From an optimization exercise on the open Yosys and OpenROAD flow, aimed at small area; shortcuts taken in it are not production practice.
Only simulation tests tie the RTL to the original design; equivalence was not proved.

## flow/design.v (module list and top-level ports; edited modules follow where they fit)
// module qr_fa: 4 lines
// module qr_ha: 4 lines
// module qr_out: 19 lines
// module qr_hbf: 697 lines
// module qr_th: 902 lines
// module qr_engine: 3917 lines
// module qam_rx: 58 lines
module qam_rx(
    input clk,
    input reset,
    input [2:0] sw,
    input signed [17:0] rf_in,
    output signed [17:0] dec_var_i,
    output signed [17:0] dec_var_q
);
  // ...
==> flow/run.sh <==
#!/bin/bash
# synth_recipe.tcl (not shown) runs the flow's synth.tcl, then flattens the netlist and writes it again
# the make line also repeats each setting of config.mk as NAME=value (left out here)
make -C /OpenROAD-flow-scripts/flow DESIGN_CONFIG=/design/flow/config.mk WORK_HOME=/design/flow/orfs CLKGATE_MAP_FILE= SYNTH_SCRIPT=/design/flow/synth_recipe.tcl finish
==> flow/config.mk <==
export PLATFORM = sky130hd
export DESIGN_NAME = qam_rx
export DESIGN_NICKNAME = qam_rx
export VERILOG_FILES = /design/flow/design.v
export SDC_FILE = /design/flow/constraint.sdc
export NUM_CORES = 8
export LEC_CHECK = 0
export CAP_MARGIN = 20
export CORE_MARGIN = 2
export CORE_UTILIZATION = 70
export CTS_CLUSTER_DIAMETER = 80
export CTS_CLUSTER_SIZE = 24
export SLEW_MARGIN = 20
export SYNTH_HIERARCHICAL = 1
export SYNTH_MINIMUM_KEEP_SIZE = 0
==> flow/constraint.sdc <==
create_clock -name core_clock -period 12.0 [get_ports {clk}]
set_input_delay 2.4000 -clock core_clock [delete_from_list [all_inputs] [get_ports {clk}]]
set_output_delay 2.4000 -clock core_clock [all_outputs]
set_load 0.01 [all_outputs]
==> impl_metrics.csv, run 1 <==
group,metric,value,unit
global_routing,antenna_found_initial,31,
min_path,hold_path_class,"reg2reg",
global_routing,grt_util_met3,7.67,%
finish,stdcell_area,295000,µm²
timing,finalHoldViolCount,0,
floorplanning,fp.dieArea,402000,µm²
yosys,syn_avg_cell_area,18.4,µm²
finish,layout_commonest_cell,"edfxtp_1",
finish,syn2layout_area_growth,6.17,%
routing,wl_met3,67.5,mm
critical_path,cp.required,12.75,ns
timing,fin_skew,0.106,ns
global_routing,first_global_vias,143000,
routing,ant_nets,0,
min_path,hp-start,"fl3[16]",
floorplanning,ios,59,
placed_design,dp_hpwl,577,mm
finish,multi_input_area,103000,µm²
timing,rsz0062_at_grt,"false",
yosys,netlist_instances,15100,
finish,seqCellArea,169000,µm²
finish,buffers_excl_clock,179,
timing,fin_crit_sh,86.8,%
routing,detail_route.wl_per_cell,36.3,µm
timing,fin_tns_setup,0,ns
global_routing,grt_first_pass_wirelength,1070,mm
run_status,run_status,"timing/DRC/antenna clean",
critical_path,critPathArrivalTime,11.16,ns
finish,final_cell_mix,"edfxtp_1 (5346), fa_1 (3365), inv_1 (1451)",
finish,sh_seq_area,57.4,%
clocking,path_clk_slew,0.09,ns
routing,via_count,134000,
clocking,postCtsSetupBuffers,0,
finish,nMultiInputCombCells,7648,
==> module qr_out, before the edit <==
module qr_out(
    input clk,
    input tick,
    input sym,
    input [2:0] sw,
    input signed [17:0] x,
    output reg signed [17:0] y
);
reg signed [17:0] r1, r2, r3, r4, rx;
always @(posedge clk) if (tick) begin r1 <= x; r2 <= r1; r3 <= r2; r4 <= r3; end
always @* case (sw)
    3'd0: rx = r1;
    3'd1: rx = r2;
    3'd2: rx = r3;
    3'd3: rx = r4;
    default: rx = x;
endcase
always @(posedge clk) if (sym) y <= rx;
endmodule
==> module qam_rx, before the edit <==
module qam_rx(
    input clk,
    input reset,
    input [2:0] sw,
    input signed [17:0] rf_in,
    output signed [17:0] dec_var_i,
    output signed [17:0] dec_var_q
);
reg [3:0] p;
always @(posedge clk) p <= reset ? 4'd0 : p + 4'd1;
wire [1:0] q = p[1:0];
wire tick = &q;
wire sym = &p;
wire p0 = p[0];
reg pp0;
always @(posedge clk) pp0 <= p0;
wire neg = q[1] ^ q[0];
wire [17:0] val = neg ? -rf_in : rf_in;
reg [17:0] fl0, fl1, fl2, fl3, fl4, fl5, fl6, fl7, fl8;
always @(posedge clk) begin
    fl0 <= {q[0], val[17:1]};
    fl1 <= fl0; fl2 <= fl1; fl3 <= fl2; fl4 <= fl3;
    fl5 <= fl4; fl6 <= fl5; fl7 <= fl6; fl8 <= fl7;
end
function signed [17:0] g(input [17:0] f, input b);
    g = (f[17] == b) ? {f[16], f[16:0]} : 18'd0;
endfunction
wire signed [17:0] ta = g(fl2, p0), tc = g(fl4, p0), te = g(fl5, p0), td = g(fl6, p0), tb = g(fl8, p0);
wire [17:0] th;
qr_th TH (.a(ta), .b(tb), .c(tc), .d(td), .e(te), .y(th));
reg signed [17:0] d1i, d1q;
always @(posedge clk) begin
    if (!p0) d1i <= th;
    if (p0) d1q <= th;
end
wire signed [16:0] y4i, y4q;
qr_hbf #(.OFF(1)) HI (.clk(clk), .p0(p0), .pp0(pp0), .din(d1i), .yh(y4i));
qr_hbf #(.OFF(0)) HQ (.clk(clk), .p0(p0), .pp0(pp0), .din(d1q), .yh(y4q));
reg signed [16:0] h4d;
always @(posedge clk) if (p0) h4d <= y4q;
reg [3:0] tk;                  
reg [1:0] qd1, qd2, qd3;
always @(posedge clk) begin
    tk <= {tk[2:0], tick};
    qd1 <= q; qd2 <= qd1; qd3 <= qd2;
end
wire act = |tk;
wire [1:0] ph = {~(tk[0] | tk[1]), ~(tk[0] | tk[2])};   
wire init = tk[0];
wire itv = ~|tk;
wire signed [17:0] yi, yq;
qr_engine EI (.clk(clk), .tick(tick), .act(act), .ph(ph), .init(init),
              .itv(itv), .icl(qd3), .din(y4i), .y(yi));
qr_engine EQ (.clk(clk), .tick(tick), .act(act), .ph(ph), .init(init),
              .itv(itv), .icl(qd3), .din(h4d), .y(yq));
qr_out OI (.clk(clk), .tick(tick), .sym(sym), .sw(sw), .x(yi), .y(dec_var_i));
qr_out OQ (.clk(clk), .tick(tick), .sym(sym), .sw(sw), .x(yq), .y(dec_var_q));
endmodule
==> run 2: changes to the inputs <==
--- a/flow/design.v
+++ b/flow/design.v
@@ -11,3 +11,5 @@
     input tick,
+    input ntick,
     input sym,
+    input nsym,
     input [2:0] sw,
@@ -17,3 +19,8 @@
 reg signed [17:0] r1, r2, r3, r4, rx;
-always @(posedge clk) if (tick) begin r1 <= x; r2 <= r1; r3 <= r2; r4 <= r3; end
+always @(posedge clk) begin
+    r1 <= ({18{tick}} & x) | ({18{ntick}} & r1);
+    r2 <= ({18{tick}} & r1) | ({18{ntick}} & r2);
+    r3 <= ({18{tick}} & r2) | ({18{ntick}} & r3);
+    r4 <= ({18{tick}} & r3) | ({18{ntick}} & r4);
+end
 always @* case (sw)
@@ -25,3 +32,3 @@
 endcase
-always @(posedge clk) if (sym) y <= rx;
+always @(posedge clk) y <= ({18{sym}} & rx) | ({18{nsym}} & y);
 endmodule
@@ -30,2 +37,3 @@
     input p0,
+    input np0,        
     input pp0,
@@ -36,3 +44,3 @@
 reg [17*N-1:0] xf;
-always @(posedge clk) if (p0) xf <= {xf[17*(N-1)-1:0], din[17:1]};
+always @(posedge clk) xf <= ({(17*N){p0}} & {xf[17*(N-1)-1:0], din[17:1]}) | ({(17*N){np0}} & xf);
 wire signed [16:0] x2 = xf[17*(2+OFF) +: 17], x3 = xf[17*(3+OFF) +: 17], x5 = xf[17*(5+OFF) +: 17], x8 = xf[17*(8+OFF) +: 17];
@@ -101,3 +109,2 @@
 wire [17:0] sa = {ks_p17 ^ ks_G16_0, ks_p16 ^ ks_G15_0, ks_p15 ^ ks_G14_0, ks_p14 ^ ks_G13_0, ks_p13 ^ ks_G12_0, ks_p12 ^ ks_G11_0, ks_p11 ^ ks_G10_0, ks_p10 ^ ks_G9_0, ks_p9 ^ ks_G8_0, ks_p8 ^ ks_G7_0, ks_p7 ^ ks_G6_0, ks_p6 ^ ks_G5_0, ks_p5 ^ ks_G4_0, ks_p4 ^ ks_G3_0, ks_p3 ^ ks_G2_0, ks_p2 ^ ks_G1_0, ks_p1 ^ ks_g0, ks_p0};
-wire np0 = ~p0;
 wire npp0 = ~pp0;
@@ -721,3 +728,3 @@
 reg [17:1] y;
-always @(posedge clk) if (p0) y <= yn[17:1];
+always @(posedge clk) y <= ({17{p0}} & yn[17:1]) | ({17{np0}} & y);
 assign yh = y;
@@ -1630,3 +1637,10 @@
   input act,          
+  input nact,         
+  input sden, nsden,  
+  input le1, nle1,    
+  input le2, nle2,    
+  input nwst, ninit, ntick,   
   input [1:0] ph,     
+  input wst,          
+  input ptk,          
   input init,         
@@ -1637,5 +1651,5 @@
 );
-reg signed [16:0] ds, x0;   
-always @(posedge clk) if (tick) begin ds <= din; x0 <= ds; end
-wire [16:0] src = x0;
+reg signed [16:0] ds; reg [16:5] ds2;   
+always @(posedge clk) begin ds <= ({17{tick}} & din) | ({17{ntick}} & ds); ds2 <= ({12{tick}} & ds[16:5]) | ({12{ntick}} & ds2); end
+wire [16:0] src = ptk ? {ds2, ds[4:0]} : ds;
 wire [16:0] su = {~src[16], src[15:0]};
@@ -1775,130 +1789,130 @@
 reg [15:0] rg127; reg sd127;
-always @(posedge clk) begin if (act) rg0 <= {rg0[11:0], sdig}; if (act & p0) sd0 <= su[4]; end
-always @(posedge clk) begin if (act) rg1 <= {rg1[11:0], rg0[15:12]}; if (act & p0) sd1 <= sd0; end
-always @(posedge clk) begin if (act) rg2 <= {rg2[11:0], rg1[15:12]}; if (act & p0) sd2 <= sd1; end
-always @(posedge clk) begin if (act) rg3 <= {rg3[11:0], rg2[15:12]}; if (act & p0) sd3 <= sd2; end
-always @(posedge clk) begin if (act) rg4 <= {rg4[11:0], rg3[15:12]}; if (act & p0) sd4 <= sd3; end
-always @(posedge clk) begin if (act) rg5 <= {rg5[11:0], rg4[15:12]}; if (act & p0) sd5 <= sd4; end
-always @(posedge clk) begin if (act) rg6 <= {rg6[11:0], rg5[15:12]}; if (act & p0) sd6 <= sd5; end
-always @(posedge clk) begin if (act) rg7 <= {rg7[11:0], rg6[15:12]}; if (act & p0) sd7 <= sd6; end
-always @(posedge clk) begin if (act) rg8 <= {rg8[11:0], rg7[15:12]}; if (act & p0) sd8 <= sd7; end
-always @(posedge clk) begin if (act) rg9 <= {rg9[11:0], rg8[15:12]}; if (act & p0) sd9 <= sd8; end
-always @(posedge clk) begin if (act) rg10 <= {rg10[11:0], rg9[15:12]}; if (act & p0) sd10 <= sd9; end
-always @(posedge clk) begin if (act) rg11 <= {rg11[11:0], rg10[15:12]}; if (act & p0) sd11 <= sd10; end
-always @(posedge clk) begin if (act) rg12 <= {rg12[11:0], rg11[15:12]}; if (act & p0) sd12 <= sd11; end
-always @(posedge clk) begin if (act) rg13 <= {rg13[11:0], rg12[15:12]}; if (act & p0) sd13 <= sd12; end
-always @(posedge clk) begin if (act) rg14 <= {rg14[11:0], rg13[15:12]}; if (act & p0) sd14 <= sd13; end
-always @(posedge clk) begin if (act) rg15 <= {rg15[11:0], rg14[15:12]}; if (act & p0) sd15 <= sd14; end
-always @(posedge clk) begin if (act) rg16 <= {rg16[11:0], rg15[15:12]}; if (act & p0) sd16 <= sd15; end
-always @(posedge clk) begin if (act) rg17 <= {rg17[11:0], rg16[15:12]}; if (act & p0) sd17 <= sd16; end
-always @(posedge clk) begin if (act) rg18 <= {rg18[11:0], rg17[15:12]}; if (act & p0) sd18 <= sd17; end
-always @(posedge clk) begin if (act) rg19 <= {rg19[11:0], rg18[15:12]}; if (act & p0) sd19 <= sd18; end
-always @(posedge clk) begin if (act) rg20 <= {rg20[11:0], rg19[15:12]}; if (act & p0) sd20 <= sd19; end
-always @(posedge clk) begin if (act) rg21 <= {rg21[11:0], rg20[15:12]}; if (act & p0) sd21 <= sd20; end
-always @(posedge clk) begin if (act) rg22 <= {rg22[11:0], rg21[15:12]}; if (act & p0) sd22 <= sd21; end
-always @(posedge clk) begin if (act) rg23 <= {rg23[11:0], rg22[15:12]}; if (act & p0) sd23 <= sd22; end
-always @(posedge clk) begin if (act) rg24 <= {rg24[11:0], rg23[15:12]}; if (act & p0) sd24 <= sd23; end
-always @(posedge clk) begin if (act) rg25 <= {rg25[11:0], rg24[15:12]}; if (act & p0) sd25 <= sd24; end
-always @(posedge clk) begin if (act) rg26 <= {rg26[11:0], rg25[15:12]}; if (act & p0) sd26 <= sd25; end
-always @(posedge clk) begin if (act) rg27 <= {rg27[11:0], rg26[15:12]}; if (act & p0) sd27 <= sd26; end
-always @(posedge clk) begin if (act) rg28 <= {rg28[11:0], rg27[15:12]}; if (act & p0) sd28 <= sd27; end
-always @(posedge clk) begin if (act) rg29 <= {rg29[11:0], rg28[15:12]}; if (act & p0) sd29 <= sd28; end
-always @(posedge clk) begin if (act) rg30 <= {rg30[11:0], rg29[15:12]}; if (act & p0) sd30 <= sd29; end
-always @(posedge clk) begin if (act) rg31 <= {rg31[11:0], rg30[15:12]}; if (act & p0) sd31 <= sd30; end
-always @(posedge clk) begin if (act) rg32 <= {rg32[11:0], rg31[15:12]}; if (act & p0) sd32 <= sd31; end
-always @(posedge clk) begin if (act) rg33 <= {rg33[11:0], rg32[15:12]}; if (act & p0) sd33 <= sd32; end
-always @(posedge clk) begin if (act) rg34 <= {rg34[11:0], rg33[15:12]}; if (act & p0) sd34 <= sd33; end
-always @(posedge clk) begin if (act) rg35 <= {rg35[11:0], rg34[15:12]}; if (act & p0) sd35 <= sd34; end
-always @(posedge clk) begin if (act) rg36 <= {rg36[11:0], rg35[15:12]}; if (act & p0) sd36 <= sd35; end
-always @(posedge clk) begin if (act) rg37 <= {rg37[11:0], rg36[15:12]}; if (act & p0) sd37 <= sd36; end
-always @(posedge clk) begin if (act) rg38 <= {rg38[11:0], rg37[15:12]}; if (act & p0) sd38 <= sd37; end
-always @(posedge clk) begin if (act) rg39 <= {rg39[11:0], rg38[15:12]}; if (act & p0) sd39 <= sd38; end
-always @(posedge clk) begin if (act) rg40 <= {rg40[11:0], rg39[15:12]}; if (act & p0) sd40 <= sd39; end
-always @(posedge clk) begin if (act) rg41 <= {rg41[11:0], rg40[15:12]}; if (act & p0) sd41 <= sd40; end
-always @(posedge clk) begin if (act) rg42 <= {rg42[11:0], rg41[15:12]}; if (act & p0) sd42 <= sd41; end
-always @(posedge clk) begin if (act) rg43 <= {rg43[11:0], rg42[15:12]}; if (act & p0) sd43 <= sd42; end
-always @(posedge clk) begin if (act) rg44 <= {rg44[11:0], rg43[15:12]}; if (act & p0) sd44 <= sd43; end
-always @(posedge clk) begin if (act) rg45 <= {rg45[11:0], rg44[15:12]}; if (act & p0) sd45 <= sd44; end
-always @(posedge clk) begin if (act) rg46 <= {rg46[11:0], rg45[15:12]}; if (act & p0) sd46 <= sd45; end
-always @(posedge clk) begin if (act) rg47 <= {rg47[11:0], rg46[15:12]}; if (act & p0) sd47 <= sd46; end
-always @(posedge clk) begin if (act) rg48 <= {rg48[11:0], rg47[15:12]}; if (act & p0) sd48 <= sd47; end
-always @(posedge clk) begin if (act) rg49 <= {rg49[11:0], rg48[15:12]}; if (act & p0) sd49 <= sd48; end
-always @(posedge clk) begin if (act) rg50 <= {rg50[11:0], rg49[15:12]}; if (act & p0) sd50 <= sd49; end
-always @(posedge clk) begin if (act) rg51 <= {rg51[11:0], rg50[15:12]}; if (act & p0) sd51 <= sd50; end
-always @(posedge clk) begin if (act) rg52 <= {rg52[11:0], rg51[15:12]}; if (act & p0) sd52 <= sd51; end
-always @(posedge clk) begin if (act) rg53 <= {rg53[11:0], rg52[15:12]}; if (act & p0) sd53 <= sd52; end
-always @(posedge clk) begin if (act) rg54 <= {rg54[11:0], rg53[15:12]}; if (act & p0) sd54 <= sd53; end
-always @(posedge clk) begin if (act) rg55 <= {rg55[11:0], rg54[15:12]}; if (act & p0) sd55 <= sd54; end
-always @(posedge clk) begin if (act) rg56 <= {rg56[11:0], rg55[15:12]}; if (act & p0) sd56 <= sd55; end
-always @(posedge clk) begin if (act) rg57 <= {rg57[11:0], rg56[15:12]}; if (act & p0) sd57 <= sd56; end
-always @(posedge clk) begin if (act) rg58 <= {rg58[11:0], rg57[15:12]}; if (act & p0) sd58 <= sd57; end
-always @(posedge clk) begin if (act) rg59 <= {rg59[11:0], rg58[15:12]}; if (act & p0) sd59 <= sd58; end
-always @(posedge clk) begin if (act) rg60 <= {rg60[11:0], rg59[15:12]}; if (act & p0) sd60 <= sd59; end
-always @(posedge clk) begin if (act) rg61 <= {rg61[11:0], rg60[15:12]}; if (act & p0) sd61 <= sd60; end
-always @(posedge clk) begin if (act) rg62 <= {rg62[11:0], rg61[15:12]}; if (act & p0) sd62 <= sd61; end
-always @(posedge clk) begin if (act) rg63 <= {rg63[11:0], rg62[15:12]}; if (act & p0) sd63 <= sd62; end
-always @(posedge clk) begin if (act) rg64 <= {rg64[11:0], rg63[15:12]}; if (act & p0) sd64 <= sd63; end
-always @(posedge clk) begin if (act) rg65 <= {rg65[11:0], rg64[15:12]}; if (act & p0) sd65 <= sd64; end
-always @(posedge clk) begin if (act) rg66 <= {rg66[11:0], rg65[15:12]}; if (act & p0) sd66 <= sd65; end
-always @(posedge clk) begin if (act) rg67 <= {rg67[11:0], rg66[15:12]}; if (act & p0) sd67 <= sd66; end
-always @(posedge clk) begin if (act) rg68 <= {rg68[11:0], rg67[15:12]}; if (act & p0) sd68 <= sd67; end
-always @(posedge clk) begin if (act) rg69 <= {rg69[11:0], rg68[15:12]}; if (act & p0) sd69 <= sd68; end
-always @(posedge clk) begin if (act) rg70 <= {rg70[11:0], rg69[15:12]}; if (act & p0) sd70 <= sd69; end
-always @(posedge clk) begin if (act) rg71 <= {rg71[11:0], rg70[15:12]}; if (act & p0) sd71 <= sd70; end
-always @(posedge clk) begin if (act) rg72 <= {rg72[11:0], rg71[15:12]}; if (act & p0) sd72 <= sd71; end
-always @(posedge clk) begin if (act) rg73 <= {rg73[11:0], rg72[15:12]}; if (act & p0) sd73 <= sd72; end
-always @(posedge clk) begin if (act) rg74 <= {rg74[11:0], rg73[15:12]}; if (act & p0) sd74 <= sd73; end
-always @(posedge clk) begin if (act) rg75 <= {rg75[11:0], rg74[15:12]}; if (act & p0) sd75 <= sd74; end
-always @(posedge clk) begin if (act) rg76 <= {rg76[11:0], rg75[15:12]}; if (act & p0) sd76 <= sd75; end
-always @(posedge clk) begin if (act) rg77 <= {rg77[11:0], rg76[15:12]}; if (act & p0) sd77 <= sd76; end
-always @(posedge clk) begin if (act) rg78 <= {rg78[11:0], rg77[15:12]}; if (act & p0) sd78 <= sd77; end
-always @(posedge clk) begin if (act) rg79 <= {rg79[11:0], rg78[15:12]}; if (act & p0) sd79 <= sd78; end
-always @(posedge clk) begin if (act) rg80 <= {rg80[11:0], rg79[15:12]}; if (act & p0) sd80 <= sd79; end
-always @(posedge clk) begin if (act) rg81 <= {rg81[11:0], rg80[15:12]}; if (act & p0) sd81 <= sd80; end
-always @(posedge clk) begin if (act) rg82 <= {rg82[11:0], rg81[15:12]}; if (act & p0) sd82 <= sd81; end
-always @(posedge clk) begin if (act) rg83 <= {rg83[11:0], rg82[15:12]}; if (act & p0) sd83 <= sd82; end
-always @(posedge clk) begin if (act) rg84 <= {rg84[11:0], rg83[15:12]}; if (act & p0) sd84 <= sd83; end
-always @(posedge clk) begin if (act) rg85 <= {rg85[11:0], rg84[15:12]}; if (act & p0) sd85 <= sd84; end
-always @(posedge clk) begin if (act) rg86 <= {rg86[11:0], rg85[15:12]}; if (act & p0) sd86 <= sd85; end
-always @(posedge clk) begin if (act) rg87 <= {rg87[11:0], rg86[15:12]}; if (act & p0) sd87 <= sd86; end
-always @(posedge clk) begin if (act) rg88 <= {rg88[11:0], rg87[15:12]}; if (act & p0) sd88 <= sd87; end
-always @(posedge clk) begin if (act) rg89 <= {rg89[11:0], rg88[15:12]}; if (act & p0) sd89 <= sd88; end
-always @(posedge clk) begin if (act) rg90 <= {rg90[11:0], rg89[15:12]}; if (act & p0) sd90 <= sd89; end
-always @(posedge clk) begin if (act) rg91 <= {rg91[11:0], rg90[15:12]}; if (act & p0) sd91 <= sd90; end
-always @(posedge clk) begin if (act) rg92 <= {rg92[11:0], rg91[15:12]}; if (act & p0) sd92 <= sd91; end
-always @(posedge clk) begin if (act) rg93 <= {rg93[11:0], rg92[15:12]}; if (act & p0) sd93 <= sd92; end
-always @(posedge clk) begin if (act) rg94 <= {rg94[11:0], rg93[15:12]}; if (act & p0) sd94 <= sd93; end
-always @(posedge clk) begin if (act) rg95 <= {rg95[11:0], rg94[15:12]}; if (act & p0) sd95 <= sd94; end
-always @(posedge clk) begin if (act) rg96 <= {rg96[11:0], rg95[15:12]}; if (act & p0) sd96 <= sd95; end
-always @(posedge clk) begin if (act) rg97 <= {rg97[11:0], rg96[15:12]}; if (act & p0) sd97 <= sd96; end
-always @(posedge clk) begin if (act) rg98 <= {rg98[11:0], rg97[15:12]}; if (act & p0) sd98 <= sd97; end
-always @(posedge clk) begin if (act) rg99 <= {rg99[11:0], rg98[15:12]}; if (act & p0) sd99 <= sd98; end
-always @(posedge clk) begin if (act) rg100 <= {rg100[11:0], rg99[15:12]}; if (act & p0) sd100 <= sd99; end
-always @(posedge clk) begin if (act) rg101 <= {rg101[11:0], rg100[15:12]}; if (act & p0) sd101 <= sd100; end
-always @(posedge clk) begin if (act) rg102 <= {rg102[11:0], rg101[15:12]}; if (act & p0) sd102 <= sd101; end
-always @(posedge clk) begin if (act) rg103 <= {rg103[11:0], rg102[15:12]}; if (act & p0) sd103 <= sd102; end
-always @(posedge clk) begin if (act) rg104 <= {rg104[11:0], rg103[15:12]}; if (act & p0) sd104 <= sd103; end
-always @(posedge clk) begin if (act) rg105 <= {rg105[11:0], rg104[15:12]}; if (act & p0) sd105 <= sd104; end
-always @(posedge clk) begin if (act) rg106 <= {rg106[11:0], rg105[15:12]}; if (act & p0) sd106 <= sd105; end
-always @(posedge clk) begin if (act) rg107 <= {rg107[11:0], rg106[15:12]}; if (act & p0) sd107 <= sd106; end
-always @(posedge clk) begin if (act) rg108 <= {rg108[11:0], rg107[15:12]}; if (act & p0) sd108 <= sd107; end
-always @(posedge clk) begin if (act) rg109 <= {rg109[11:0], rg108[15:12]}; if (act & p0) sd109 <= sd108; end
-always @(posedge clk) begin if (act) rg110 <= {rg110[11:0], rg109[15:12]}; if (act & p0) sd110 <= sd109; end
-always @(posedge clk) begin if (act) rg111 <= {rg111[11:0], rg110[15:12]}; if (act & p0) sd111 <= sd110; end
-always @(posedge clk) begin if (act) rg112 <= {rg112[11:0], rg111[15:12]}; if (act & p0) sd112 <= sd111; end
-always @(posedge clk) begin if (act) rg113 <= {rg113[11:0], rg112[15:12]}; if (act & p0) sd113 <= sd112; end
-always @(posedge clk) begin if (act) rg114 <= {rg114[11:0], rg113[15:12]}; if (act & p0) sd114 <= sd113; end
-always @(posedge clk) begin if (act) rg115 <= {rg115[11:0], rg114[15:12]}; if (act & p0) sd115 <= sd114; end
-always @(posedge clk) begin if (act) rg116 <= {rg116[11:0], rg115[15:12]}; if (act & p0) sd116 <= sd115; end
-always @(posedge clk) begin if (act) rg117 <= {rg117[11:0], rg116[15:12]}; if (act & p0) sd117 <= sd116; end
-always @(posedge clk) begin if (act) rg118 <= {rg118[11:0], rg117[15:12]}; if (act & p0) sd118 <= sd117; end
-always @(posedge clk) begin if (act) rg119 <= {rg119[11:0], rg118[15:12]}; if (act & p0) sd119 <= sd118; end
-always @(posedge clk) begin if (act) rg120 <= {rg120[11:0], rg119[15:12]}; if (act & p0) sd120 <= sd119; end
-always @(posedge clk) begin if (act) rg121 <= {rg121[11:0], rg120[15:12]}; if (act & p0) sd121 <= sd120; end
-always @(posedge clk) begin if (act) rg122 <= {rg122[11:0], rg121[15:12]}; if (act & p0) sd122 <= sd121; end
-always @(posedge clk) begin if (act) rg123 <= {rg123[11:0], rg122[15:12]}; if (act & p0) sd123 <= sd122; end
-always @(posedge clk) begin if (act) rg124 <= {rg124[11:0], rg123[15:12]}; if (act & p0) sd124 <= sd123; end
-always @(posedge clk) begin if (act) rg125 <= {rg125[11:0], rg124[15:12]}; if (act & p0) sd125 <= sd124; end
-always @(posedge clk) begin if (act) rg126 <= {rg126[11:0], rg125[15:12]}; if (act & p0) sd126 <= sd125; end
-always @(posedge clk) begin if (act) rg127 <= {rg127[11:0], rg126[15:12]}; if (act & p0) sd127 <= sd126; end
+always @(posedge clk) begin rg0 <= {rg0[11:0], ({4{act}} & sdig) | ({4{nact}} & rg0[15:12])}; sd0 <= (sden & su[4]) | (nsden & sd0); end
+always @(posedge clk) begin rg1 <= {rg1[11:0], ({4{act}} & rg0[15:12]) | ({4{nact}} & rg1[15:12])}; sd1 <= (sden & sd0) | (nsden & sd1); end
+always @(posedge clk) begin rg2 <= {rg2[11:0], ({4{act}} & rg1[15:12]) | ({4{nact}} & rg2[15:12])}; sd2 <= (sden & sd1) | (nsden & sd2); end
+always @(posedge clk) begin rg3 <= {rg3[11:0], ({4{act}} & rg2[15:12]) | ({4{nact}} & rg3[15:12])}; sd3 <= (sden & sd2) | (nsden & sd3); end
+always @(posedge clk) begin rg4 <= {rg4[11:0], ({4{act}} & rg3[15:12]) | ({4{nact}} & rg4[15:12])}; sd4 <= (sden & sd3) | (nsden & sd4); end
+always @(posedge clk) begin rg5 <= {rg5[11:0], ({4{act}} & rg4[15:12]) | ({4{nact}} & rg5[15:12])}; sd5 <= (sden & sd4) | (nsden & sd5); end
+always @(posedge clk) begin rg6 <= {rg6[11:0], ({4{act}} & rg5[15:12]) | ({4{nact}} & rg6[15:12])}; sd6 <= (sden & sd5) | (nsden & sd6); end
+always @(posedge clk) begin rg7 <= {rg7[11:0], ({4{act}} & rg6[15:12]) | ({4{nact}} & rg7[15:12])}; sd7 <= (sden & sd6) | (nsden & sd7); end
+always @(posedge clk) begin rg8 <= {rg8[11:0], ({4{act}} & rg7[15:12]) | ({4{nact}} & rg8[15:12])}; sd8 <= (sden & sd7) | (nsden & sd8); end
+always @(posedge clk) begin rg9 <= {rg9[11:0], ({4{act}} & rg8[15:12]) | ({4{nact}} & rg9[15:12])}; sd9 <= (sden & sd8) | (nsden & sd9); end
+always @(posedge clk) begin rg10 <= {rg10[11:0], ({4{act}} & rg9[15:12]) | ({4{nact}} & rg10[15:12])}; sd10 <= (sden & sd9) | (nsden & sd10); end
+always @(posedge clk) begin rg11 <= {rg11[11:0], ({4{act}} & rg10[15:12]) | ({4{nact}} & rg11[15:12])}; sd11 <= (sden & sd10) | (nsden & sd11); end
+always @(posedge clk) begin rg12 <= {rg12[11:0], ({4{act}} & rg11[15:12]) | ({4{nact}} & rg12[15:12])}; sd12 <= (sden & sd11) | (nsden & sd12); end
+always @(posedge clk) begin rg13 <= {rg13[11:0], ({4{act}} & rg12[15:12]) | ({4{nact}} & rg13[15:12])}; sd13 <= (sden & sd12) | (nsden & sd13); end
+always @(posedge clk) begin rg14 <= {rg14[11:0], ({4{act}} & rg13[15:12]) | ({4{nact}} & rg14[15:12])}; sd14 <= (sden & sd13) | (nsden & sd14); end
+always @(posedge clk) begin rg15 <= {rg15[11:0], ({4{act}} & rg14[15:12]) | ({4{nact}} & rg15[15:12])}; sd15 <= (sden & sd14) | (nsden & sd15); end
+always @(posedge clk) begin rg16 <= {rg16[11:0], ({4{act}} & rg15[15:12]) | ({4{nact}} & rg16[15:12])}; sd16 <= (sden & sd15) | (nsden & sd16); end
+always @(posedge clk) begin rg17 <= {rg17[11:0], ({4{act}} & rg16[15:12]) | ({4{nact}} & rg17[15:12])}; sd17 <= (sden & sd16) | (nsden & sd17); end
+always @(posedge clk) begin rg18 <= {rg18[11:0], ({4{act}} & rg17[15:12]) | ({4{nact}} & rg18[15:12])}; sd18 <= (sden & sd17) | (nsden & sd18); end
+always @(posedge clk) begin rg19 <= {rg19[11:0], ({4{act}} & rg18[15:12]) | ({4{nact}} & rg19[15:12])}; sd19 <= (sden & sd18) | (nsden & sd19); end
+always @(posedge clk) begin rg20 <= {rg20[11:0], ({4{act}} & rg19[15:12]) | ({4{nact}} & rg20[15:12])}; sd20 <= (sden & sd19) | (nsden & sd20); end
+always @(posedge clk) begin rg21 <= {rg21[11:0], ({4{act}} & rg20[15:12]) | ({4{nact}} & rg21[15:12])}; sd21 <= (sden & sd20) | (nsden & sd21); end
+always @(posedge clk) begin rg22 <= {rg22[11:0], ({4{act}} & rg21[15:12]) | ({4{nact}} & rg22[15:12])}; sd22 <= (sden & sd21) | (nsden & sd22); end
+always @(posedge clk) begin rg23 <= {rg23[11:0], ({4{act}} & rg22[15:12]) | ({4{nact}} & rg23[15:12])}; sd23 <= (sden & sd22) | (nsden & sd23); end
+always @(posedge clk) begin rg24 <= {rg24[11:0], ({4{act}} & rg23[15:12]) | ({4{nact}} & rg24[15:12])}; sd24 <= (sden & sd23) | (nsden & sd24); end
+always @(posedge clk) begin rg25 <= {rg25[11:0], ({4{act}} & rg24[15:12]) | ({4{nact}} & rg25[15:12])}; sd25 <= (sden & sd24) | (nsden & sd25); end
+always @(posedge clk) begin rg26 <= {rg26[11:0], ({4{act}} & rg25[15:12]) | ({4{nact}} & rg26[15:12])}; sd26 <= (sden & sd25) | (nsden & sd26); end
+always @(posedge clk) begin rg27 <= {rg27[11:0], ({4{act}} & rg26[15:12]) | ({4{nact}} & rg27[15:12])}; sd27 <= (sden & sd26) | (nsden & sd27); end
+always @(posedge clk) begin rg28 <= {rg28[11:0], ({4{act}} & rg27[15:12]) | ({4{nact}} & rg28[15:12])}; sd28 <= (sden & sd27) | (nsden & sd28); end
+always @(posedge clk) begin rg29 <= {rg29[11:0], ({4{act}} & rg28[15:12]) | ({4{nact}} & rg29[15:12])}; sd29 <= (sden & sd28) | (nsden & sd29); end
+always @(posedge clk) begin rg30 <= {rg30[11:0], ({4{act}} & rg29[15:12]) | ({4{nact}} & rg30[15:12])}; sd30 <= (sden & sd29) | (nsden & sd30); end
+always @(posedge clk) begin rg31 <= {rg31[11:0], ({4{act}} & rg30[15:12]) | ({4{nact}} & rg31[15:12])}; sd31 <= (sden & sd30) | (nsden & sd31); end
+always @(posedge clk) begin rg32 <= {rg32[11:0], ({4{act}} & rg31[15:12]) | ({4{nact}} & rg32[15:12])}; sd32 <= (sden & sd31) | (nsden & sd32); end
+always @(posedge clk) begin rg33 <= {rg33[11:0], ({4{act}} & rg32[15:12]) | ({4{nact}} & rg33[15:12])}; sd33 <= (sden & sd32) | (nsden & sd33); end
+always @(posedge clk) begin rg34 <= {rg34[11:0], ({4{act}} & rg33[15:12]) | ({4{nact}} & rg34[15:12])}; sd34 <= (sden & sd33) | (nsden & sd34); end
+always @(posedge clk) begin rg35 <= {rg35[11:0], ({4{act}} & rg34[15:12]) | ({4{nact}} & rg35[15:12])}; sd35 <= (sden & sd34) | (nsden & sd35); end
+always @(posedge clk) begin rg36 <= {rg36[11:0], ({4{act}} & rg35[15:12]) | ({4{nact}} & rg36[15:12])}; sd36 <= (sden & sd35) | (nsden & sd36); end
+always @(posedge clk) begin rg37 <= {rg37[11:0], ({4{act}} & rg36[15:12]) | ({4{nact}} & rg37[15:12])}; sd37 <= (sden & sd36) | (nsden & sd37); end
+always @(posedge clk) begin rg38 <= {rg38[11:0], ({4{act}} & rg37[15:12]) | ({4{nact}} & rg38[15:12])}; sd38 <= (sden & sd37) | (nsden & sd38); end
+always @(posedge clk) begin rg39 <= {rg39[11:0], ({4{act}} & rg38[15:12]) | ({4{nact}} & rg39[15:12])}; sd39 <= (sden & sd38) | (nsden & sd39); end
+always @(posedge clk) begin rg40 <= {rg40[11:0], ({4{act}} & rg39[15:12]) | ({4{nact}} & rg40[15:12])}; sd40 <= (sden & sd39) | (nsden & sd40); end
+always @(posedge clk) begin rg41 <= {rg41[11:0], ({4{act}} & rg40[15:12]) | ({4{nact}} & rg41[15:12])}; sd41 <= (sden & sd40) | (nsden & sd41); end
+always @(posedge clk) begin rg42 <= {rg42[11:0], ({4{act}} & rg41[15:12]) | ({4{nact}} & rg42[15:12])}; sd42 <= (sden & sd41) | (nsden & sd42); end
+always @(posedge clk) begin rg43 <= {rg43[11:0], ({4{act}} & rg42[15:12]) | ({4{nact}} & rg43[15:12])}; sd43 <= (sden & sd42) | (nsden & sd43); end
+always @(posedge clk) begin rg44 <= {rg44[11:0], ({4{act}} & rg43[15:12]) | ({4{nact}} & rg44[15:12])}; sd44 <= (sden & sd43) | (nsden & sd44); end
+always @(posedge clk) begin rg45 <= {rg45[11:0], ({4{act}} & rg44[15:12]) | ({4{nact}} & rg45[15:12])}; sd45 <= (sden & sd44) | (nsden & sd45); end
+always @(posedge clk) begin rg46 <= {rg46[11:0], ({4{act}} & rg45[15:12]) | ({4{nact}} & rg46[15:12])}; sd46 <= (sden & sd45) | (nsden & sd46); end
+always @(posedge clk) begin rg47 <= {rg47[11:0], ({4{act}} & rg46[15:12]) | ({4{nact}} & rg47[15:12])}; sd47 <= (sden & sd46) | (nsden & sd47); end
+always @(posedge clk) begin rg48 <= {rg48[11:0], ({4{act}} & rg47[15:12]) | ({4{nact}} & rg48[15:12])}; sd48 <= (sden & sd47) | (nsden & sd48); end
+always @(posedge clk) begin rg49 <= {rg49[11:0], ({4{act}} & rg48[15:12]) | ({4{nact}} & rg49[15:12])}; sd49 <= (sden & sd48) | (nsden & sd49); end
+always @(posedge clk) begin rg50 <= {rg50[11:0], ({4{act}} & rg49[15:12]) | ({4{nact}} & rg50[15:12])}; sd50 <= (sden & sd49) | (nsden & sd50); end
+always @(posedge clk) begin rg51 <= {rg51[11:0], ({4{act}} & rg50[15:12]) | ({4{nact}} & rg51[15:12])}; sd51 <= (sden & sd50) | (nsden & sd51); end
+always @(posedge clk) begin rg52 <= {rg52[11:0], ({4{act}} & rg51[15:12]) | ({4{nact}} & rg52[15:12])}; sd52 <= (sden & sd51) | (nsden & sd52); end
+always @(posedge clk) begin rg53 <= {rg53[11:0], ({4{act}} & rg52[15:12]) | ({4{nact}} & rg53[15:12])}; sd53 <= (sden & sd52) | (nsden & sd53); end
+always @(posedge clk) begin rg54 <= {rg54[11:0], ({4{act}} & rg53[15:12]) | ({4{nact}} & rg54[15:12])}; sd54 <= (sden & sd53) | (nsden & sd54); end
+always @(posedge clk) begin rg55 <= {rg55[11:0], ({4{act}} & rg54[15:12]) | ({4{nact}} & rg55[15:12])}; sd55 <= (sden & sd54) | (nsden & sd55); end
+always @(posedge clk) begin rg56 <= {rg56[11:0], ({4{act}} & rg55[15:12]) | ({4{nact}} & rg56[15:12])}; sd56 <= (sden & sd55) | (nsden & sd56); end
+always @(posedge clk) begin rg57 <= {rg57[11:0], ({4{act}} & rg56[15:12]) | ({4{nact}} & rg57[15:12])}; sd57 <= (sden & sd56) | (nsden & sd57); end
+always @(posedge clk) begin rg58 <= {rg58[11:0], ({4{act}} & rg57[15:12]) | ({4{nact}} & rg58[15:12])}; sd58 <= (sden & sd57) | (nsden & sd58); end
+always @(posedge clk) begin rg59 <= {rg59[11:0], ({4{act}} & rg58[15:12]) | ({4{nact}} & rg59[15:12])}; sd59 <= (sden & sd58) | (nsden & sd59); end
+always @(posedge clk) begin rg60 <= {rg60[11:0], ({4{act}} & rg59[15:12]) | ({4{nact}} & rg60[15:12])}; sd60 <= (sden & sd59) | (nsden & sd60); end
+always @(posedge clk) begin rg61 <= {rg61[11:0], ({4{act}} & rg60[15:12]) | ({4{nact}} & rg61[15:12])}; sd61 <= (sden & sd60) | (nsden & sd61); end
+always @(posedge clk) begin rg62 <= {rg62[11:0], ({4{act}} & rg61[15:12]) | ({4{nact}} & rg62[15:12])}; sd62 <= (sden & sd61) | (nsden & sd62); end
+always @(posedge clk) begin rg63 <= {rg63[11:0], ({4{act}} & rg62[15:12]) | ({4{nact}} & rg63[15:12])}; sd63 <= (sden & sd62) | (nsden & sd63); end
+always @(posedge clk) begin rg64 <= {rg64[11:0], ({4{act}} & rg63[15:12]) | ({4{nact}} & rg64[15:12])}; sd64 <= (sden & sd63) | (nsden & sd64); end
+always @(posedge clk) begin rg65 <= {rg65[11:0], ({4{act}} & rg64[15:12]) | ({4{nact}} & rg65[15:12])}; sd65 <= (sden & sd64) | (nsden & sd65); end
+always @(posedge clk) begin rg66 <= {rg66[11:0], ({4{act}} & rg65[15:12]) | ({4{nact}} & rg66[15:12])}; sd66 <= (sden & sd65) | (nsden & sd66); end
+always @(posedge clk) begin rg67 <= {rg67[11:0], ({4{act}} & rg66[15:12]) | ({4{nact}} & rg67[15:12])}; sd67 <= (sden & sd66) | (nsden & sd67); end
+always @(posedge clk) begin rg68 <= {rg68[11:0], ({4{act}} & rg67[15:12]) | ({4{nact}} & rg68[15:12])}; sd68 <= (sden & sd67) | (nsden & sd68); end
+always @(posedge clk) begin rg69 <= {rg69[11:0], ({4{act}} & rg68[15:12]) | ({4{nact}} & rg69[15:12])}; sd69 <= (sden & sd68) | (nsden & sd69); end
+always @(posedge clk) begin rg70 <= {rg70[11:0], ({4{act}} & rg69[15:12]) | ({4{nact}} & rg70[15:12])}; sd70 <= (sden & sd69) | (nsden & sd70); end
+always @(posedge clk) begin rg71 <= {rg71[11:0], ({4{act}} & rg70[15:12]) | ({4{nact}} & rg71[15:12])}; sd71 <= (sden & sd70) | (nsden & sd71); end
+always @(posedge clk) begin rg72 <= {rg72[11:0], ({4{act}} & rg71[15:12]) | ({4{nact}} & rg72[15:12])}; sd72 <= (sden & sd71) | (nsden & sd72); end
+always @(posedge clk) begin rg73 <= {rg73[11:0], ({4{act}} & rg72[15:12]) | ({4{nact}} & rg73[15:12])}; sd73 <= (sden & sd72) | (nsden & sd73); end
+always @(posedge clk) begin rg74 <= {rg74[11:0], ({4{act}} & rg73[15:12]) | ({4{nact}} & rg74[15:12])}; sd74 <= (sden & sd73) | (nsden & sd74); end
+always @(posedge clk) begin rg75 <= {rg75[11:0], ({4{act}} & rg74[15:12]) | ({4{nact}} & rg75[15:12])}; sd75 <= (sden & sd74) | (nsden & sd75); end
+always @(posedge clk) begin rg76 <= {rg76[11:0], ({4{act}} & rg75[15:12]) | ({4{nact}} & rg76[15:12])}; sd76 <= (sden & sd75) | (nsden & sd76); end
+always @(posedge clk) begin rg77 <= {rg77[11:0], ({4{act}} & rg76[15:12]) | ({4{nact}} & rg77[15:12])}; sd77 <= (sden & sd76) | (nsden & sd77); end
+always @(posedge clk) begin rg78 <= {rg78[11:0], ({4{act}} & rg77[15:12]) | ({4{nact}} & rg78[15:12])}; sd78 <= (sden & sd77) | (nsden & sd78); end
+always @(posedge clk) begin rg79 <= {rg79[11:0], ({4{act}} & rg78[15:12]) | ({4{nact}} & rg79[15:12])}; sd79 <= (sden & sd78) | (nsden & sd79); end
+always @(posedge clk) begin rg80 <= {rg80[11:0], ({4{act}} & rg79[15:12]) | ({4{nact}} & rg80[15:12])}; sd80 <= (sden & sd79) | (nsden & sd80); end
+always @(posedge clk) begin rg81 <= {rg81[11:0], ({4{act}} & rg80[15:12]) | ({4{nact}} & rg81[15:12])}; sd81 <= (sden & sd80) | (nsden & sd81); end
+always @(posedge clk) begin rg82 <= {rg82[11:0], ({4{act}} & rg81[15:12]) | ({4{nact}} & rg82[15:12])}; sd82 <= (sden & sd81) | (nsden & sd82); end
+always @(posedge clk) begin rg83 <= {rg83[11:0], ({4{act}} & rg82[15:12]) | ({4{nact}} & rg83[15:12])}; sd83 <= (sden & sd82) | (nsden & sd83); end
+always @(posedge clk) begin rg84 <= {rg84[11:0], ({4{act}} & rg83[15:12]) | ({4{nact}} & rg84[15:12])}; sd84 <= (sden & sd83) | (nsden & sd84); end
+always @(posedge clk) begin rg85 <= {rg85[11:0], ({4{act}} & rg84[15:12]) | ({4{nact}} & rg85[15:12])}; sd85 <= (sden & sd84) | (nsden & sd85); end
+always @(posedge clk) begin rg86 <= {rg86[11:0], ({4{act}} & rg85[15:12]) | ({4{nact}} & rg86[15:12])}; sd86 <= (sden & sd85) | (nsden & sd86); end
+always @(posedge clk) begin rg87 <= {rg87[11:0], ({4{act}} & rg86[15:12]) | ({4{nact}} & rg87[15:12])}; sd87 <= (sden & sd86) | (nsden & sd87); end
+always @(posedge clk) begin rg88 <= {rg88[11:0], ({4{act}} & rg87[15:12]) | ({4{nact}} & rg88[15:12])}; sd88 <= (sden & sd87) | (nsden & sd88); end
+always @(posedge clk) begin rg89 <= {rg89[11:0], ({4{act}} & rg88[15:12]) | ({4{nact}} & rg89[15:12])}; sd89 <= (sden & sd88) | (nsden & sd89); end
+always @(posedge clk) begin rg90 <= {rg90[11:0], ({4{act}} & rg89[15:12]) | ({4{nact}} & rg90[15:12])}; sd90 <= (sden & sd89) | (nsden & sd90); end
+always @(posedge clk) begin rg91 <= {rg91[11:0], ({4{act}} & rg90[15:12]) | ({4{nact}} & rg91[15:12])}; sd91 <= (sden & sd90) | (nsden & sd91); end
+always @(posedge clk) begin rg92 <= {rg92[11:0], ({4{act}} & rg91[15:12]) | ({4{nact}} & rg92[15:12])}; sd92 <= (sden & sd91) | (nsden & sd92); end
+always @(posedge clk) begin rg93 <= {rg93[11:0], ({4{act}} & rg92[15:12]) | ({4{nact}} & rg93[15:12])}; sd93 <= (sden & sd92) | (nsden & sd93); end
+always @(posedge clk) begin rg94 <= {rg94[11:0], ({4{act}} & rg93[15:12]) | ({4{nact}} & rg94[15:12])}; sd94 <= (sden & sd93) | (nsden & sd94); end
+always @(posedge clk) begin rg95 <= {rg95[11:0], ({4{act}} & rg94[15:12]) | ({4{nact}} & rg95[15:12])}; sd95 <= (sden & sd94) | (nsden & sd95); end
+always @(posedge clk) begin rg96 <= {rg96[11:0], ({4{act}} & rg95[15:12]) | ({4{nact}} & rg96[15:12])}; sd96 <= (sden & sd95) | (nsden & sd96); end
+always @(posedge clk) begin rg97 <= {rg97[11:0], ({4{act}} & rg96[15:12]) | ({4{nact}} & rg97[15:12])}; sd97 <= (sden & sd96) | (nsden & sd97); end
+always @(posedge clk) begin rg98 <= {rg98[11:0], ({4{act}} & rg97[15:12]) | ({4{nact}} & rg98[15:12])}; sd98 <= (sden & sd97) | (nsden & sd98); end
+always @(posedge clk) begin rg99 <= {rg99[11:0], ({4{act}} & rg98[15:12]) | ({4{nact}} & rg99[15:12])}; sd99 <= (sden & sd98) | (nsden & sd99); end
+always @(posedge clk) begin rg100 <= {rg100[11:0], ({4{act}} & rg99[15:12]) | ({4{nact}} & rg100[15:12])}; sd100 <= (sden & sd99) | (nsden & sd100); end
+always @(posedge clk) begin rg101 <= {rg101[11:0], ({4{act}} & rg100[15:12]) | ({4{nact}} & rg101[15:12])}; sd101 <= (sden & sd100) | (nsden & sd101); end
+always @(posedge clk) begin rg102 <= {rg102[11:0], ({4{act}} & rg101[15:12]) | ({4{nact}} & rg102[15:12])}; sd102 <= (sden & sd101) | (nsden & sd102); end
+always @(posedge clk) begin rg103 <= {rg103[11:0], ({4{act}} & rg102[15:12]) | ({4{nact}} & rg103[15:12])}; sd103 <= (sden & sd102) | (nsden & sd103); end
+always @(posedge clk) begin rg104 <= {rg104[11:0], ({4{act}} & rg103[15:12]) | ({4{nact}} & rg104[15:12])}; sd104 <= (sden & sd103) | (nsden & sd104); end
+always @(posedge clk) begin rg105 <= {rg105[11:0], ({4{act}} & rg104[15:12]) | ({4{nact}} & rg105[15:12])}; sd105 <= (sden & sd104) | (nsden & sd105); end
+always @(posedge clk) begin rg106 <= {rg106[11:0], ({4{act}} & rg105[15:12]) | ({4{nact}} & rg106[15:12])}; sd106 <= (sden & sd105) | (nsden & sd106); end
+always @(posedge clk) begin rg107 <= {rg107[11:0], ({4{act}} & rg106[15:12]) | ({4{nact}} & rg107[15:12])}; sd107 <= (sden & sd106) | (nsden & sd107); end
+always @(posedge clk) begin rg108 <= {rg108[11:0], ({4{act}} & rg107[15:12]) | ({4{nact}} & rg108[15:12])}; sd108 <= (sden & sd107) | (nsden & sd108); end
+always @(posedge clk) begin rg109 <= {rg109[11:0], ({4{act}} & rg108[15:12]) | ({4{nact}} & rg109[15:12])}; sd109 <= (sden & sd108) | (nsden & sd109); end
+always @(posedge clk) begin rg110 <= {rg110[11:0], ({4{act}} & rg109[15:12]) | ({4{nact}} & rg110[15:12])}; sd110 <= (sden & sd109) | (nsden & sd110); end
+always @(posedge clk) begin rg111 <= {rg111[11:0], ({4{act}} & rg110[15:12]) | ({4{nact}} & rg111[15:12])}; sd111 <= (sden & sd110) | (nsden & sd111); end
+always @(posedge clk) begin rg112 <= {rg112[11:0], ({4{act}} & rg111[15:12]) | ({4{nact}} & rg112[15:12])}; sd112 <= (sden & sd111) | (nsden & sd112); end
+always @(posedge clk) begin rg113 <= {rg113[11:0], ({4{act}} & rg112[15:12]) | ({4{nact}} & rg113[15:12])}; sd113 <= (sden & sd112) | (nsden & sd113); end
+always @(posedge clk) begin rg114 <= {rg114[11:0], ({4{act}} & rg113[15:12]) | ({4{nact}} & rg114[15:12])}; sd114 <= (sden & sd113) | (nsden & sd114); end
+always @(posedge clk) begin rg115 <= {rg115[11:0], ({4{act}} & rg114[15:12]) | ({4{nact}} & rg115[15:12])}; sd115 <= (sden & sd114) | (nsden & sd115); end
+always @(posedge clk) begin rg116 <= {rg116[11:0], ({4{act}} & rg115[15:12]) | ({4{nact}} & rg116[15:12])}; sd116 <= (sden & sd115) | (nsden & sd116); end
+always @(posedge clk) begin rg117 <= {rg117[11:0], ({4{act}} & rg116[15:12]) | ({4{nact}} & rg117[15:12])}; sd117 <= (sden & sd116) | (nsden & sd117); end
+always @(posedge clk) begin rg118 <= {rg118[11:0], ({4{act}} & rg117[15:12]) | ({4{nact}} & rg118[15:12])}; sd118 <= (sden & sd117) | (nsden & sd118); end
+always @(posedge clk) begin rg119 <= {rg119[11:0], ({4{act}} & rg118[15:12]) | ({4{nact}} & rg119[15:12])}; sd119 <= (sden & sd118) | (nsden & sd119); end
+always @(posedge clk) begin rg120 <= {rg120[11:0], ({4{act}} & rg119[15:12]) | ({4{nact}} & rg120[15:12])}; sd120 <= (sden & sd119) | (nsden & sd120); end
+always @(posedge clk) begin rg121 <= {rg121[11:0], ({4{act}} & rg120[15:12]) | ({4{nact}} & rg121[15:12])}; sd121 <= (sden & sd120) | (nsden & sd121); end
+always @(posedge clk) begin rg122 <= {rg122[11:0], ({4{act}} & rg121[15:12]) | ({4{nact}} & rg122[15:12])}; sd122 <= (sden & sd121) | (nsden & sd122); end
+always @(posedge clk) begin rg123 <= {rg123[11:0], ({4{act}} & rg122[15:12]) | ({4{nact}} & rg123[15:12])}; sd123 <= (sden & sd122) | (nsden & sd123); end
+always @(posedge clk) begin rg124 <= {rg124[11:0], ({4{act}} & rg123[15:12]) | ({4{nact}} & rg124[15:12])}; sd124 <= (sden & sd123) | (nsden & sd124); end
+always @(posedge clk) begin rg125 <= {rg125[11:0], ({4{act}} & rg124[15:12]) | ({4{nact}} & rg125[15:12])}; sd125 <= (sden & sd124) | (nsden & sd125); end
+always @(posedge clk) begin rg126 <= {rg126[11:0], ({4{act}} & rg125[15:12]) | ({4{nact}} & rg126[15:12])}; sd126 <= (sden & sd125) | (nsden & sd126); end
+always @(posedge clk) begin rg127 <= {rg127[11:0], ({4{act}} & rg126[15:12]) | ({4{nact}} & rg127[15:12])}; sd127 <= (sden & sd126) | (nsden & sd127); end
 wire [3:0] tp0 = sdig; wire tq0 = su[4];
@@ -3446,8 +3460,10 @@
 wire signed [17:0] acc0 = accu0;
-always @(posedge clk) if (act) case (ph)
-  2'd0: begin L0[4:0] <= acc0[4:0]; A0 <= acc0 >>> 5; end
-  2'd1: begin L0[8:5] <= acc0[3:0]; A0 <= acc0 >>> 4; end
-  2'd2: begin L0[12:9] <= acc0[3:0]; A0 <= acc0 >>> 4; end
-  default: A0 <= acc0;
-endcase
+reg signed [17:0] An0;
+always @* case (ph) 2'd0: An0 = acc0 >>> 5; 2'd1, 2'd2: An0 = acc0 >>> 4; default: An0 = acc0; endcase
+always @(posedge clk) begin
+  A0 <= ({18{act}} & An0) | ({18{nact}} & A0);
+  L0[4:0] <= ({5{sden}} & acc0[4:0]) | ({5{nsden}} & L0[4:0]);
+  L0[8:5] <= ({4{le1}} & acc0[3:0]) | ({4{nle1}} & L0[8:5]);
+  L0[12:9] <= ({4{le2}} & acc0[3:0]) | ({4{nle2}} & L0[12:9]);
+end
 wire [30:0] G0 = {A0[17:0], L0};
@@ -4023,8 +4039,10 @@
 wire signed [19:0] acc1 = accu1;
-always @(posedge clk) if (act) case (ph)
-  2'd0: begin L1[4:0] <= acc1[4:0]; A1 <= acc1 >>> 5; end
-  2'd1: begin L1[8:5] <= acc1[3:0]; A1 <= acc1 >>> 4; end
-  2'd2: begin L1[12:9] <= acc1[3:0]; A1 <= acc1 >>> 4; end
-  default: A1 <= acc1;
-endcase
+reg signed [19:0] An1;
+always @* case (ph) 2'd0: An1 = acc1 >>> 5; 2'd1, 2'd2: An1 = acc1 >>> 4; default: An1 = acc1; endcase
+always @(posedge clk) begin
+  A1 <= ({20{act}} & An1) | ({20{nact}} & A1);
+  L1[4:0] <= ({5{sden}} & acc1[4:0]) | ({5{nsden}} & L1[4:0]);
+  L1[8:5] <= ({4{le1}} & acc1[3:0]) | ({4{nle1}} & L1[8:5]);
+  L1[12:9] <= ({4{le2}} & acc1[3:0]) | ({4{nle2}} & L1[12:9]);
+end
 wire [32:0] G1 = {A1[19:0], L1};
@@ -4604,8 +4622,10 @@
 wire signed [20:0] acc2 = accu2;
-always @(posedge clk) if (act) case (ph)
-  2'd0: begin L2[4:0] <= acc2[4:0]; A2 <= acc2 >>> 5; end
-  2'd1: begin L2[8:5] <= acc2[3:0]; A2 <= acc2 >>> 4; end
-  2'd2: begin L2[12:9] <= acc2[3:0]; A2 <= acc2 >>> 4; end
-  default: A2 <= acc2;
-endcase
+reg signed [20:0] An2;
+always @* case (ph) 2'd0: An2 = acc2 >>> 5; 2'd1, 2'd2: An2 = acc2 >>> 4; default: An2 = acc2; endcase
+always @(posedge clk) begin
+  A2 <= ({21{act}} & An2) | ({21{nact}} & A2);
+  L2[4:0] <= ({5{sden}} & acc2[4:0]) | ({5{nsden}} & L2[4:0]);
+  L2[8:5] <= ({4{le1}} & acc2[3:0]) | ({4{nle1}} & L2[8:5]);
+  L2[12:9] <= ({4{le2}} & acc2[3:0]) | ({4{nle2}} & L2[12:9]);
+end
 wire [33:0] G2 = {A2[20:0], L2};
@@ -5273,8 +5293,10 @@
 wire signed [22:0] acc3 = accu3;
-always @(posedge clk) if (act) case (ph)
-  2'd0: begin L3[4:0] <= acc3[4:0]; A3 <= acc3 >>> 5; end
-  2'd1: begin L3[8:5] <= acc3[3:0]; A3 <= acc3 >>> 4; end
-  2'd2: begin L3[12:9] <= acc3[3:0]; A3 <= acc3 >>> 4; end
-  default: A3 <= acc3;
-endcase
+reg signed [21:0] An3;
+always @* case (ph) 2'd0: An3 = acc3 >>> 5; 2'd1, 2'd2: An3 = acc3 >>> 4; default: An3 = acc3; endcase
+always @(posedge clk) begin
+  A3 <= ({22{act}} & An3) | ({22{nact}} & A3);
+  L3[4:0] <= ({5{sden}} & acc3[4:0]) | ({5{nsden}} & L3[4:0]);
+  L3[8:5] <= ({4{le1}} & acc3[3:0]) | ({4{nle1}} & L3[8:5]);
+  L3[12:9] <= ({4{le2}} & acc3[3:0]) | ({4{nle2}} & L3[12:9]);
+end
 wire [34:0] G3 = {A3[21:0], L3};
@@ -5478,5 +5500,6 @@
 wire [35:0] F = {kf_lk17 ? kf_h1 : kf_h0, kf_lo};
-reg [35:0] IA; reg [17:0] Z;
+reg [30:0] GR0; reg [32:0] GR1; reg [33:0] GR2; reg [35:0] FR, IA; reg [17:0] Z;
+always @(posedge clk) begin GR0 <= ({31{wst}} & G0) | ({31{nwst}} & GR0); GR1 <= ({33{wst}} & G1) | ({33{nwst}} & GR1); GR2 <= ({34{wst}} & G2) | ({34{nwst}} & GR2); FR <= ({36{wst}} & F) | ({36{nwst}} & FR); end
 reg [35:0] gsel;
-always @* if (!itv) gsel = 36'd0; else case (icl) 2'd0: gsel = {{5{G0[30]}}, G0}; 2'd1: gsel = {{3{G1[32]}}, G1}; default: gsel = {{2{G2[33]}}, G2}; endcase
+always @* if (!itv) gsel = 36'd0; else case (icl) 2'd0: gsel = {{5{GR0[30]}}, GR0}; 2'd1: gsel = {{3{GR1[32]}}, GR1}; default: gsel = {{2{GR2[33]}}, GR2}; endcase
 wire ki_ls0, ki_lk0; qr_ha ki_lu0 (.a(IA[0]), .b(gsel[0]), .s(ki_ls0), .k(ki_lk0));
@@ -5539,5 +5562,4 @@
 wire [35:0] IAn = {ki_lk17 ? ki_h1 : ki_h0, ki_lo};
-always @(posedge clk) IA <= init ? F : IAn;
-always @(posedge clk) if (init) Z <= IA[35:18];
-always @(posedge clk) if (tick) y <= Z;
+always @(posedge clk) IA <= init ? FR : IAn;
+always @(posedge clk) begin Z <= ({18{init}} & IA[35:18]) | ({18{ninit}} & Z); y <= ({18{tick}} & Z) | ({18{ntick}} & y); end
 endmodule
@@ -5579,9 +5601,17 @@
 wire signed [16:0] y4i, y4q;
-qr_hbf #(.OFF(1)) HI (.clk(clk), .p0(p0), .pp0(pp0), .din(d1i), .yh(y4i));
-qr_hbf #(.OFF(0)) HQ (.clk(clk), .p0(p0), .pp0(pp0), .din(d1q), .yh(y4q));
+qr_hbf #(.OFF(1)) HI (.clk(clk), .p0(p0), .np0(~p0), .pp0(pp0), .din(d1i), .yh(y4i));
+qr_hbf #(.OFF(0)) HQ (.clk(clk), .p0(p0), .np0(~p0), .pp0(pp0), .din(d1q), .yh(y4q));
 reg signed [16:0] h4d;
 always @(posedge clk) if (p0) h4d <= y4q;
-reg [3:0] tk;                  
+reg [1:0] ph;                  
+always @(posedge clk) ph <= ph + 2'd1;
+reg pend, win, ptk;
+reg [3:0] tk;
 reg [1:0] qd1, qd2, qd3;
+wire act = (ph == 2'd0) ? pend : win;
+wire wst = (ph == 2'd0) & pend;
 always @(posedge clk) begin
+    pend <= tick | (pend & ~wst);
+    win <= act & (ph != 2'd3);
+    ptk <= act & (ph != 2'd3) & (ptk | tick);
     tk <= {tk[2:0], tick};
@@ -5589,13 +5619,16 @@
 end
-wire act = |tk;
-wire [1:0] ph = {~(tk[0] | tk[1]), ~(tk[0] | tk[2])};   
 wire init = tk[0];
 wire itv = ~|tk;
+wire sden = act & (ph == 2'd0), le1 = act & (ph == 2'd1), le2 = act & (ph == 2'd2);
 wire signed [17:0] yi, yq;
-qr_engine EI (.clk(clk), .tick(tick), .act(act), .ph(ph), .init(init),
+qr_engine EI (.clk(clk), .tick(tick), .act(act), .nact(~act), .sden(sden), .nsden(~sden),
+              .le1(le1), .nle1(~le1), .le2(le2), .nle2(~le2), .nwst(~wst), .ninit(~init), .ntick(~tick),
+              .ph(ph), .wst(wst), .ptk(ptk), .init(init),
               .itv(itv), .icl(qd3), .din(y4i), .y(yi));
-qr_engine EQ (.clk(clk), .tick(tick), .act(act), .ph(ph), .init(init),
+qr_engine EQ (.clk(clk), .tick(tick), .act(act), .nact(~act), .sden(sden), .nsden(~sden),
+              .le1(le1), .nle1(~le1), .le2(le2), .nle2(~le2), .nwst(~wst), .ninit(~init), .ntick(~tick),
+              .ph(ph), .wst(wst), .ptk(ptk), .init(init),
               .itv(itv), .icl(qd3), .din(h4d), .y(yq));
-qr_out OI (.clk(clk), .tick(tick), .sym(sym), .sw(sw), .x(yi), .y(dec_var_i));
-qr_out OQ (.clk(clk), .tick(tick), .sym(sym), .sw(sw), .x(yq), .y(dec_var_q));
+qr_out OI (.clk(clk), .tick(tick), .ntick(~tick), .sym(sym), .nsym(~sym), .sw(sw), .x(yi), .y(dec_var_i));
+qr_out OQ (.clk(clk), .tick(tick), .ntick(~tick), .sym(sym), .nsym(~sym), .sw(sw), .x(yq), .y(dec_var_q));
 endmodule
==> impl_metrics.csv, run 2 <==
group,metric,value,unit
run_status,run_status,"timing/DRC/antenna clean",
timing,fmax,97.6,MHz
timing,rsz0062_at_grt,"false",
floorplanning,start_util,70.2,%
yosys,synth_area,254000,µm²
clocking,cts-root-buf,"clkbuf_16",
clocking,cts.sinks,6054,
routing,via_count,145000,
placed_design,dp_hpwl,556,mm
routing,dr.pass1.iters,6,
critical_path,cp.required,12.91,ns
min_path,whs_endpoint,"EI.rg64[7]",
floorplanning,num_rows,221,
routing,avgViaCountPerCell,6.29,
finish,drive_gt1_share,4.05,%
critical_path,cp_common_cell,"fa_1",
clocking,cts_buffer_depth,4,
clocking,postCtsSetupBuffers,0,
critical_path,worstReg2RegStart,"ptk",
routing,drt_iter0_drc,16600,
min_path,hold_depth,0,
job,maxCapViolCount,0,
timing,fin_crit_sh,85.4,%
timing,hold_ws,0.286,ns
routing,ant_nets,0,
timing,fin_crit,10.25,ns
clocking,clk_latency,1.02,ns
clocking,hold_buffers,0,
placed_design,io_buffers,58,
finish,reg.largest.list,"HI.xf (170), HQ.xf (153)",
min_path,hp-start,"EI.rg64[3]",
critical_path,cpPeakStageDelay,0.74,ns
timing,fin_skew,0.0621,ns
finish,final_cell_mix,"dfxtp_1 (5999), fa_1 (3400), a22o_1 (2393)",
clocking,path_clk_slew,0.11,ns
finish,largest_reg_flops,170,
yosys,netlist_instances,18400,
critical_path,worstPathBufferInverterCount,1,
routing,detail_route.wl_per_cell,30.7,µm
finish,nNetsFinal,22800,
clocking,cts_made_buffers,307,
timing,slew_headroom,21.3,%
clocking,cts_resized,0,
placed_design,gp_congestion,1.04,
critical_path,start_kind,"flop",
critical_path,rr_worst_depth,31,
routing,drt-total-wl,708,mm
global_routing,grt_usage,39.0,%
yosys,synth_warnings,11,
global_routing,grt_first_pass_wirelength,1030,mm
finish,fillerInstances,22900,
global_routing,grt_start_max_net_pins,177,
finish,syn2layout_area_growth,5.55,%
finish,layout_commonest_cell,"dfxtp_1",
timing,finalHoldViolCount,0,
critical_path,crit_path_end_kind,"flop",
floorplanning,ios,59,
critical_path,worstPathMaxFanout,16,
critical_path,critPathArrivalTime,11.16,ns
routing,drcViolationCount,0,
floorplanning,fp.dieArea,368000,µm²
floorplanning,die_h,606,µm
global_routing,first_global_vias,149000,
timing,setup_viol,0,
min_path,hold_path_class,"reg2reg",
timing,tightest_slew,1.18,ns
critical_path,cp_slowest_cell,"dfxtp_1",
clocking,cts_tree,"built",
critical_path,r2r_slack,1.75,ns
finish,regMostFlops,"HI.xf",
global_routing,antenna_found_initial,18,
timing,final_max_slew_viol_count,0,
floorplanning,design.core.area,362000,µm²
floorplanning,die_w,606,µm
critical_path,crit_type,"reg2reg",
yosys,syn_avg_cell_area,13.8,µm²
critical_path,critical-path-top-delay-family,"adder cells",
timing,fin_tns_setup,0,ns
global_routing,overflow,0,
critical_path,worst_r2r_endpoint,"EI.A0[16]",
clocking,htree_levels,5,
==> run 2: worst max-delay path by stage <==
stage / slack (ns) / start / depth (start not counted) / end
6_report: 1.75 / ptk / 31 / EI.A0[16]
5_1_grt: 1.26 / ptk / 31 / EI.A0[16]
4_1_cts: 1.77 / ptk / 30 / EI.A0[12]
3_5_place_dp: 1.85 / ptk / 30 / EI.A0[12]
3_3_place_gp: 1.83 / ptk / 31 / EI.A0[15]
2_1_floorplan: 1.63 / ph[0] / 29 / EI.A0[12]
==> run 2: cell type report <==
class,instances,area [µm²],share of cell area (%)
diodes,8,20.0,0.00747
multi-input cells,10200,124000,46.3
repair buffers,191,1700,0.635
clock inverters,61,1210,0.452
flip-flops and latches,6054,122000,45.4
well taps,4794,6000,2.24
clock buffers,323,7760,2.90
inverters,1437,5430,2.03
==> run 2: metrics by stage <==
stage | worst slack [ns] | cell area [µm²] | utilization [%] | std cells
2_1_floorplan | 1.63 | 254000 | - | 18500
3_3_place_gp | 1.83 | 259000 | 71.6 | 22700
3_5_place_dp | 1.85 | 259000 | 71.6 | 22700
4_1_cts | 1.77 | 268000 | 74.1 | 23100
5_1_grt | 1.26 | 268000 | 74.1 | 23100
6_report | 1.75 | 268000 | 74.1 | 23100
==> run 2: metal layers <==
metal	vias to the layer above	wire length [µm]	track usage [%]	share of wire, %
met5	-	195	0	0.028
met1	75600	294000	56.1	41
met2	6768	306000	56.9	43
met4	22	33200	15.3	4.7
li1	61400	-	-	-
met3	1352	74300	10.6	10

## static timing again, ports no longer ideal
In the flow no input, the clock included, has a driving cell. The finished layouts below were timed again as built, in two steps.
Step 1, drivers: a clkbuf_16 drives clk and a buf_2 each remaining input, both assumed.
Step 2 also shifts input and output timing later by t, the mid clock arrival at the registers, as if the neighbouring blocks saw the same clock.
a / b / c = ideal / step 1 / step 2; a / b = the first two.
run | t (ns) | setup slack, ns | worst register clock-pin slew, ns | worst data-port slew with drivers (ns) | cell pins on the clock port's net
run 1 | 1.107 | 1.589 / 1.589 / 1.589 | 0.11 / 0.11 | 0.16 | 1
run 2 | 1.087 | 1.750 / 1.750 / 1.750 | 0.11 / 0.11 | 0.05 | 1
After both steps setup and hold are still met in every run listed.
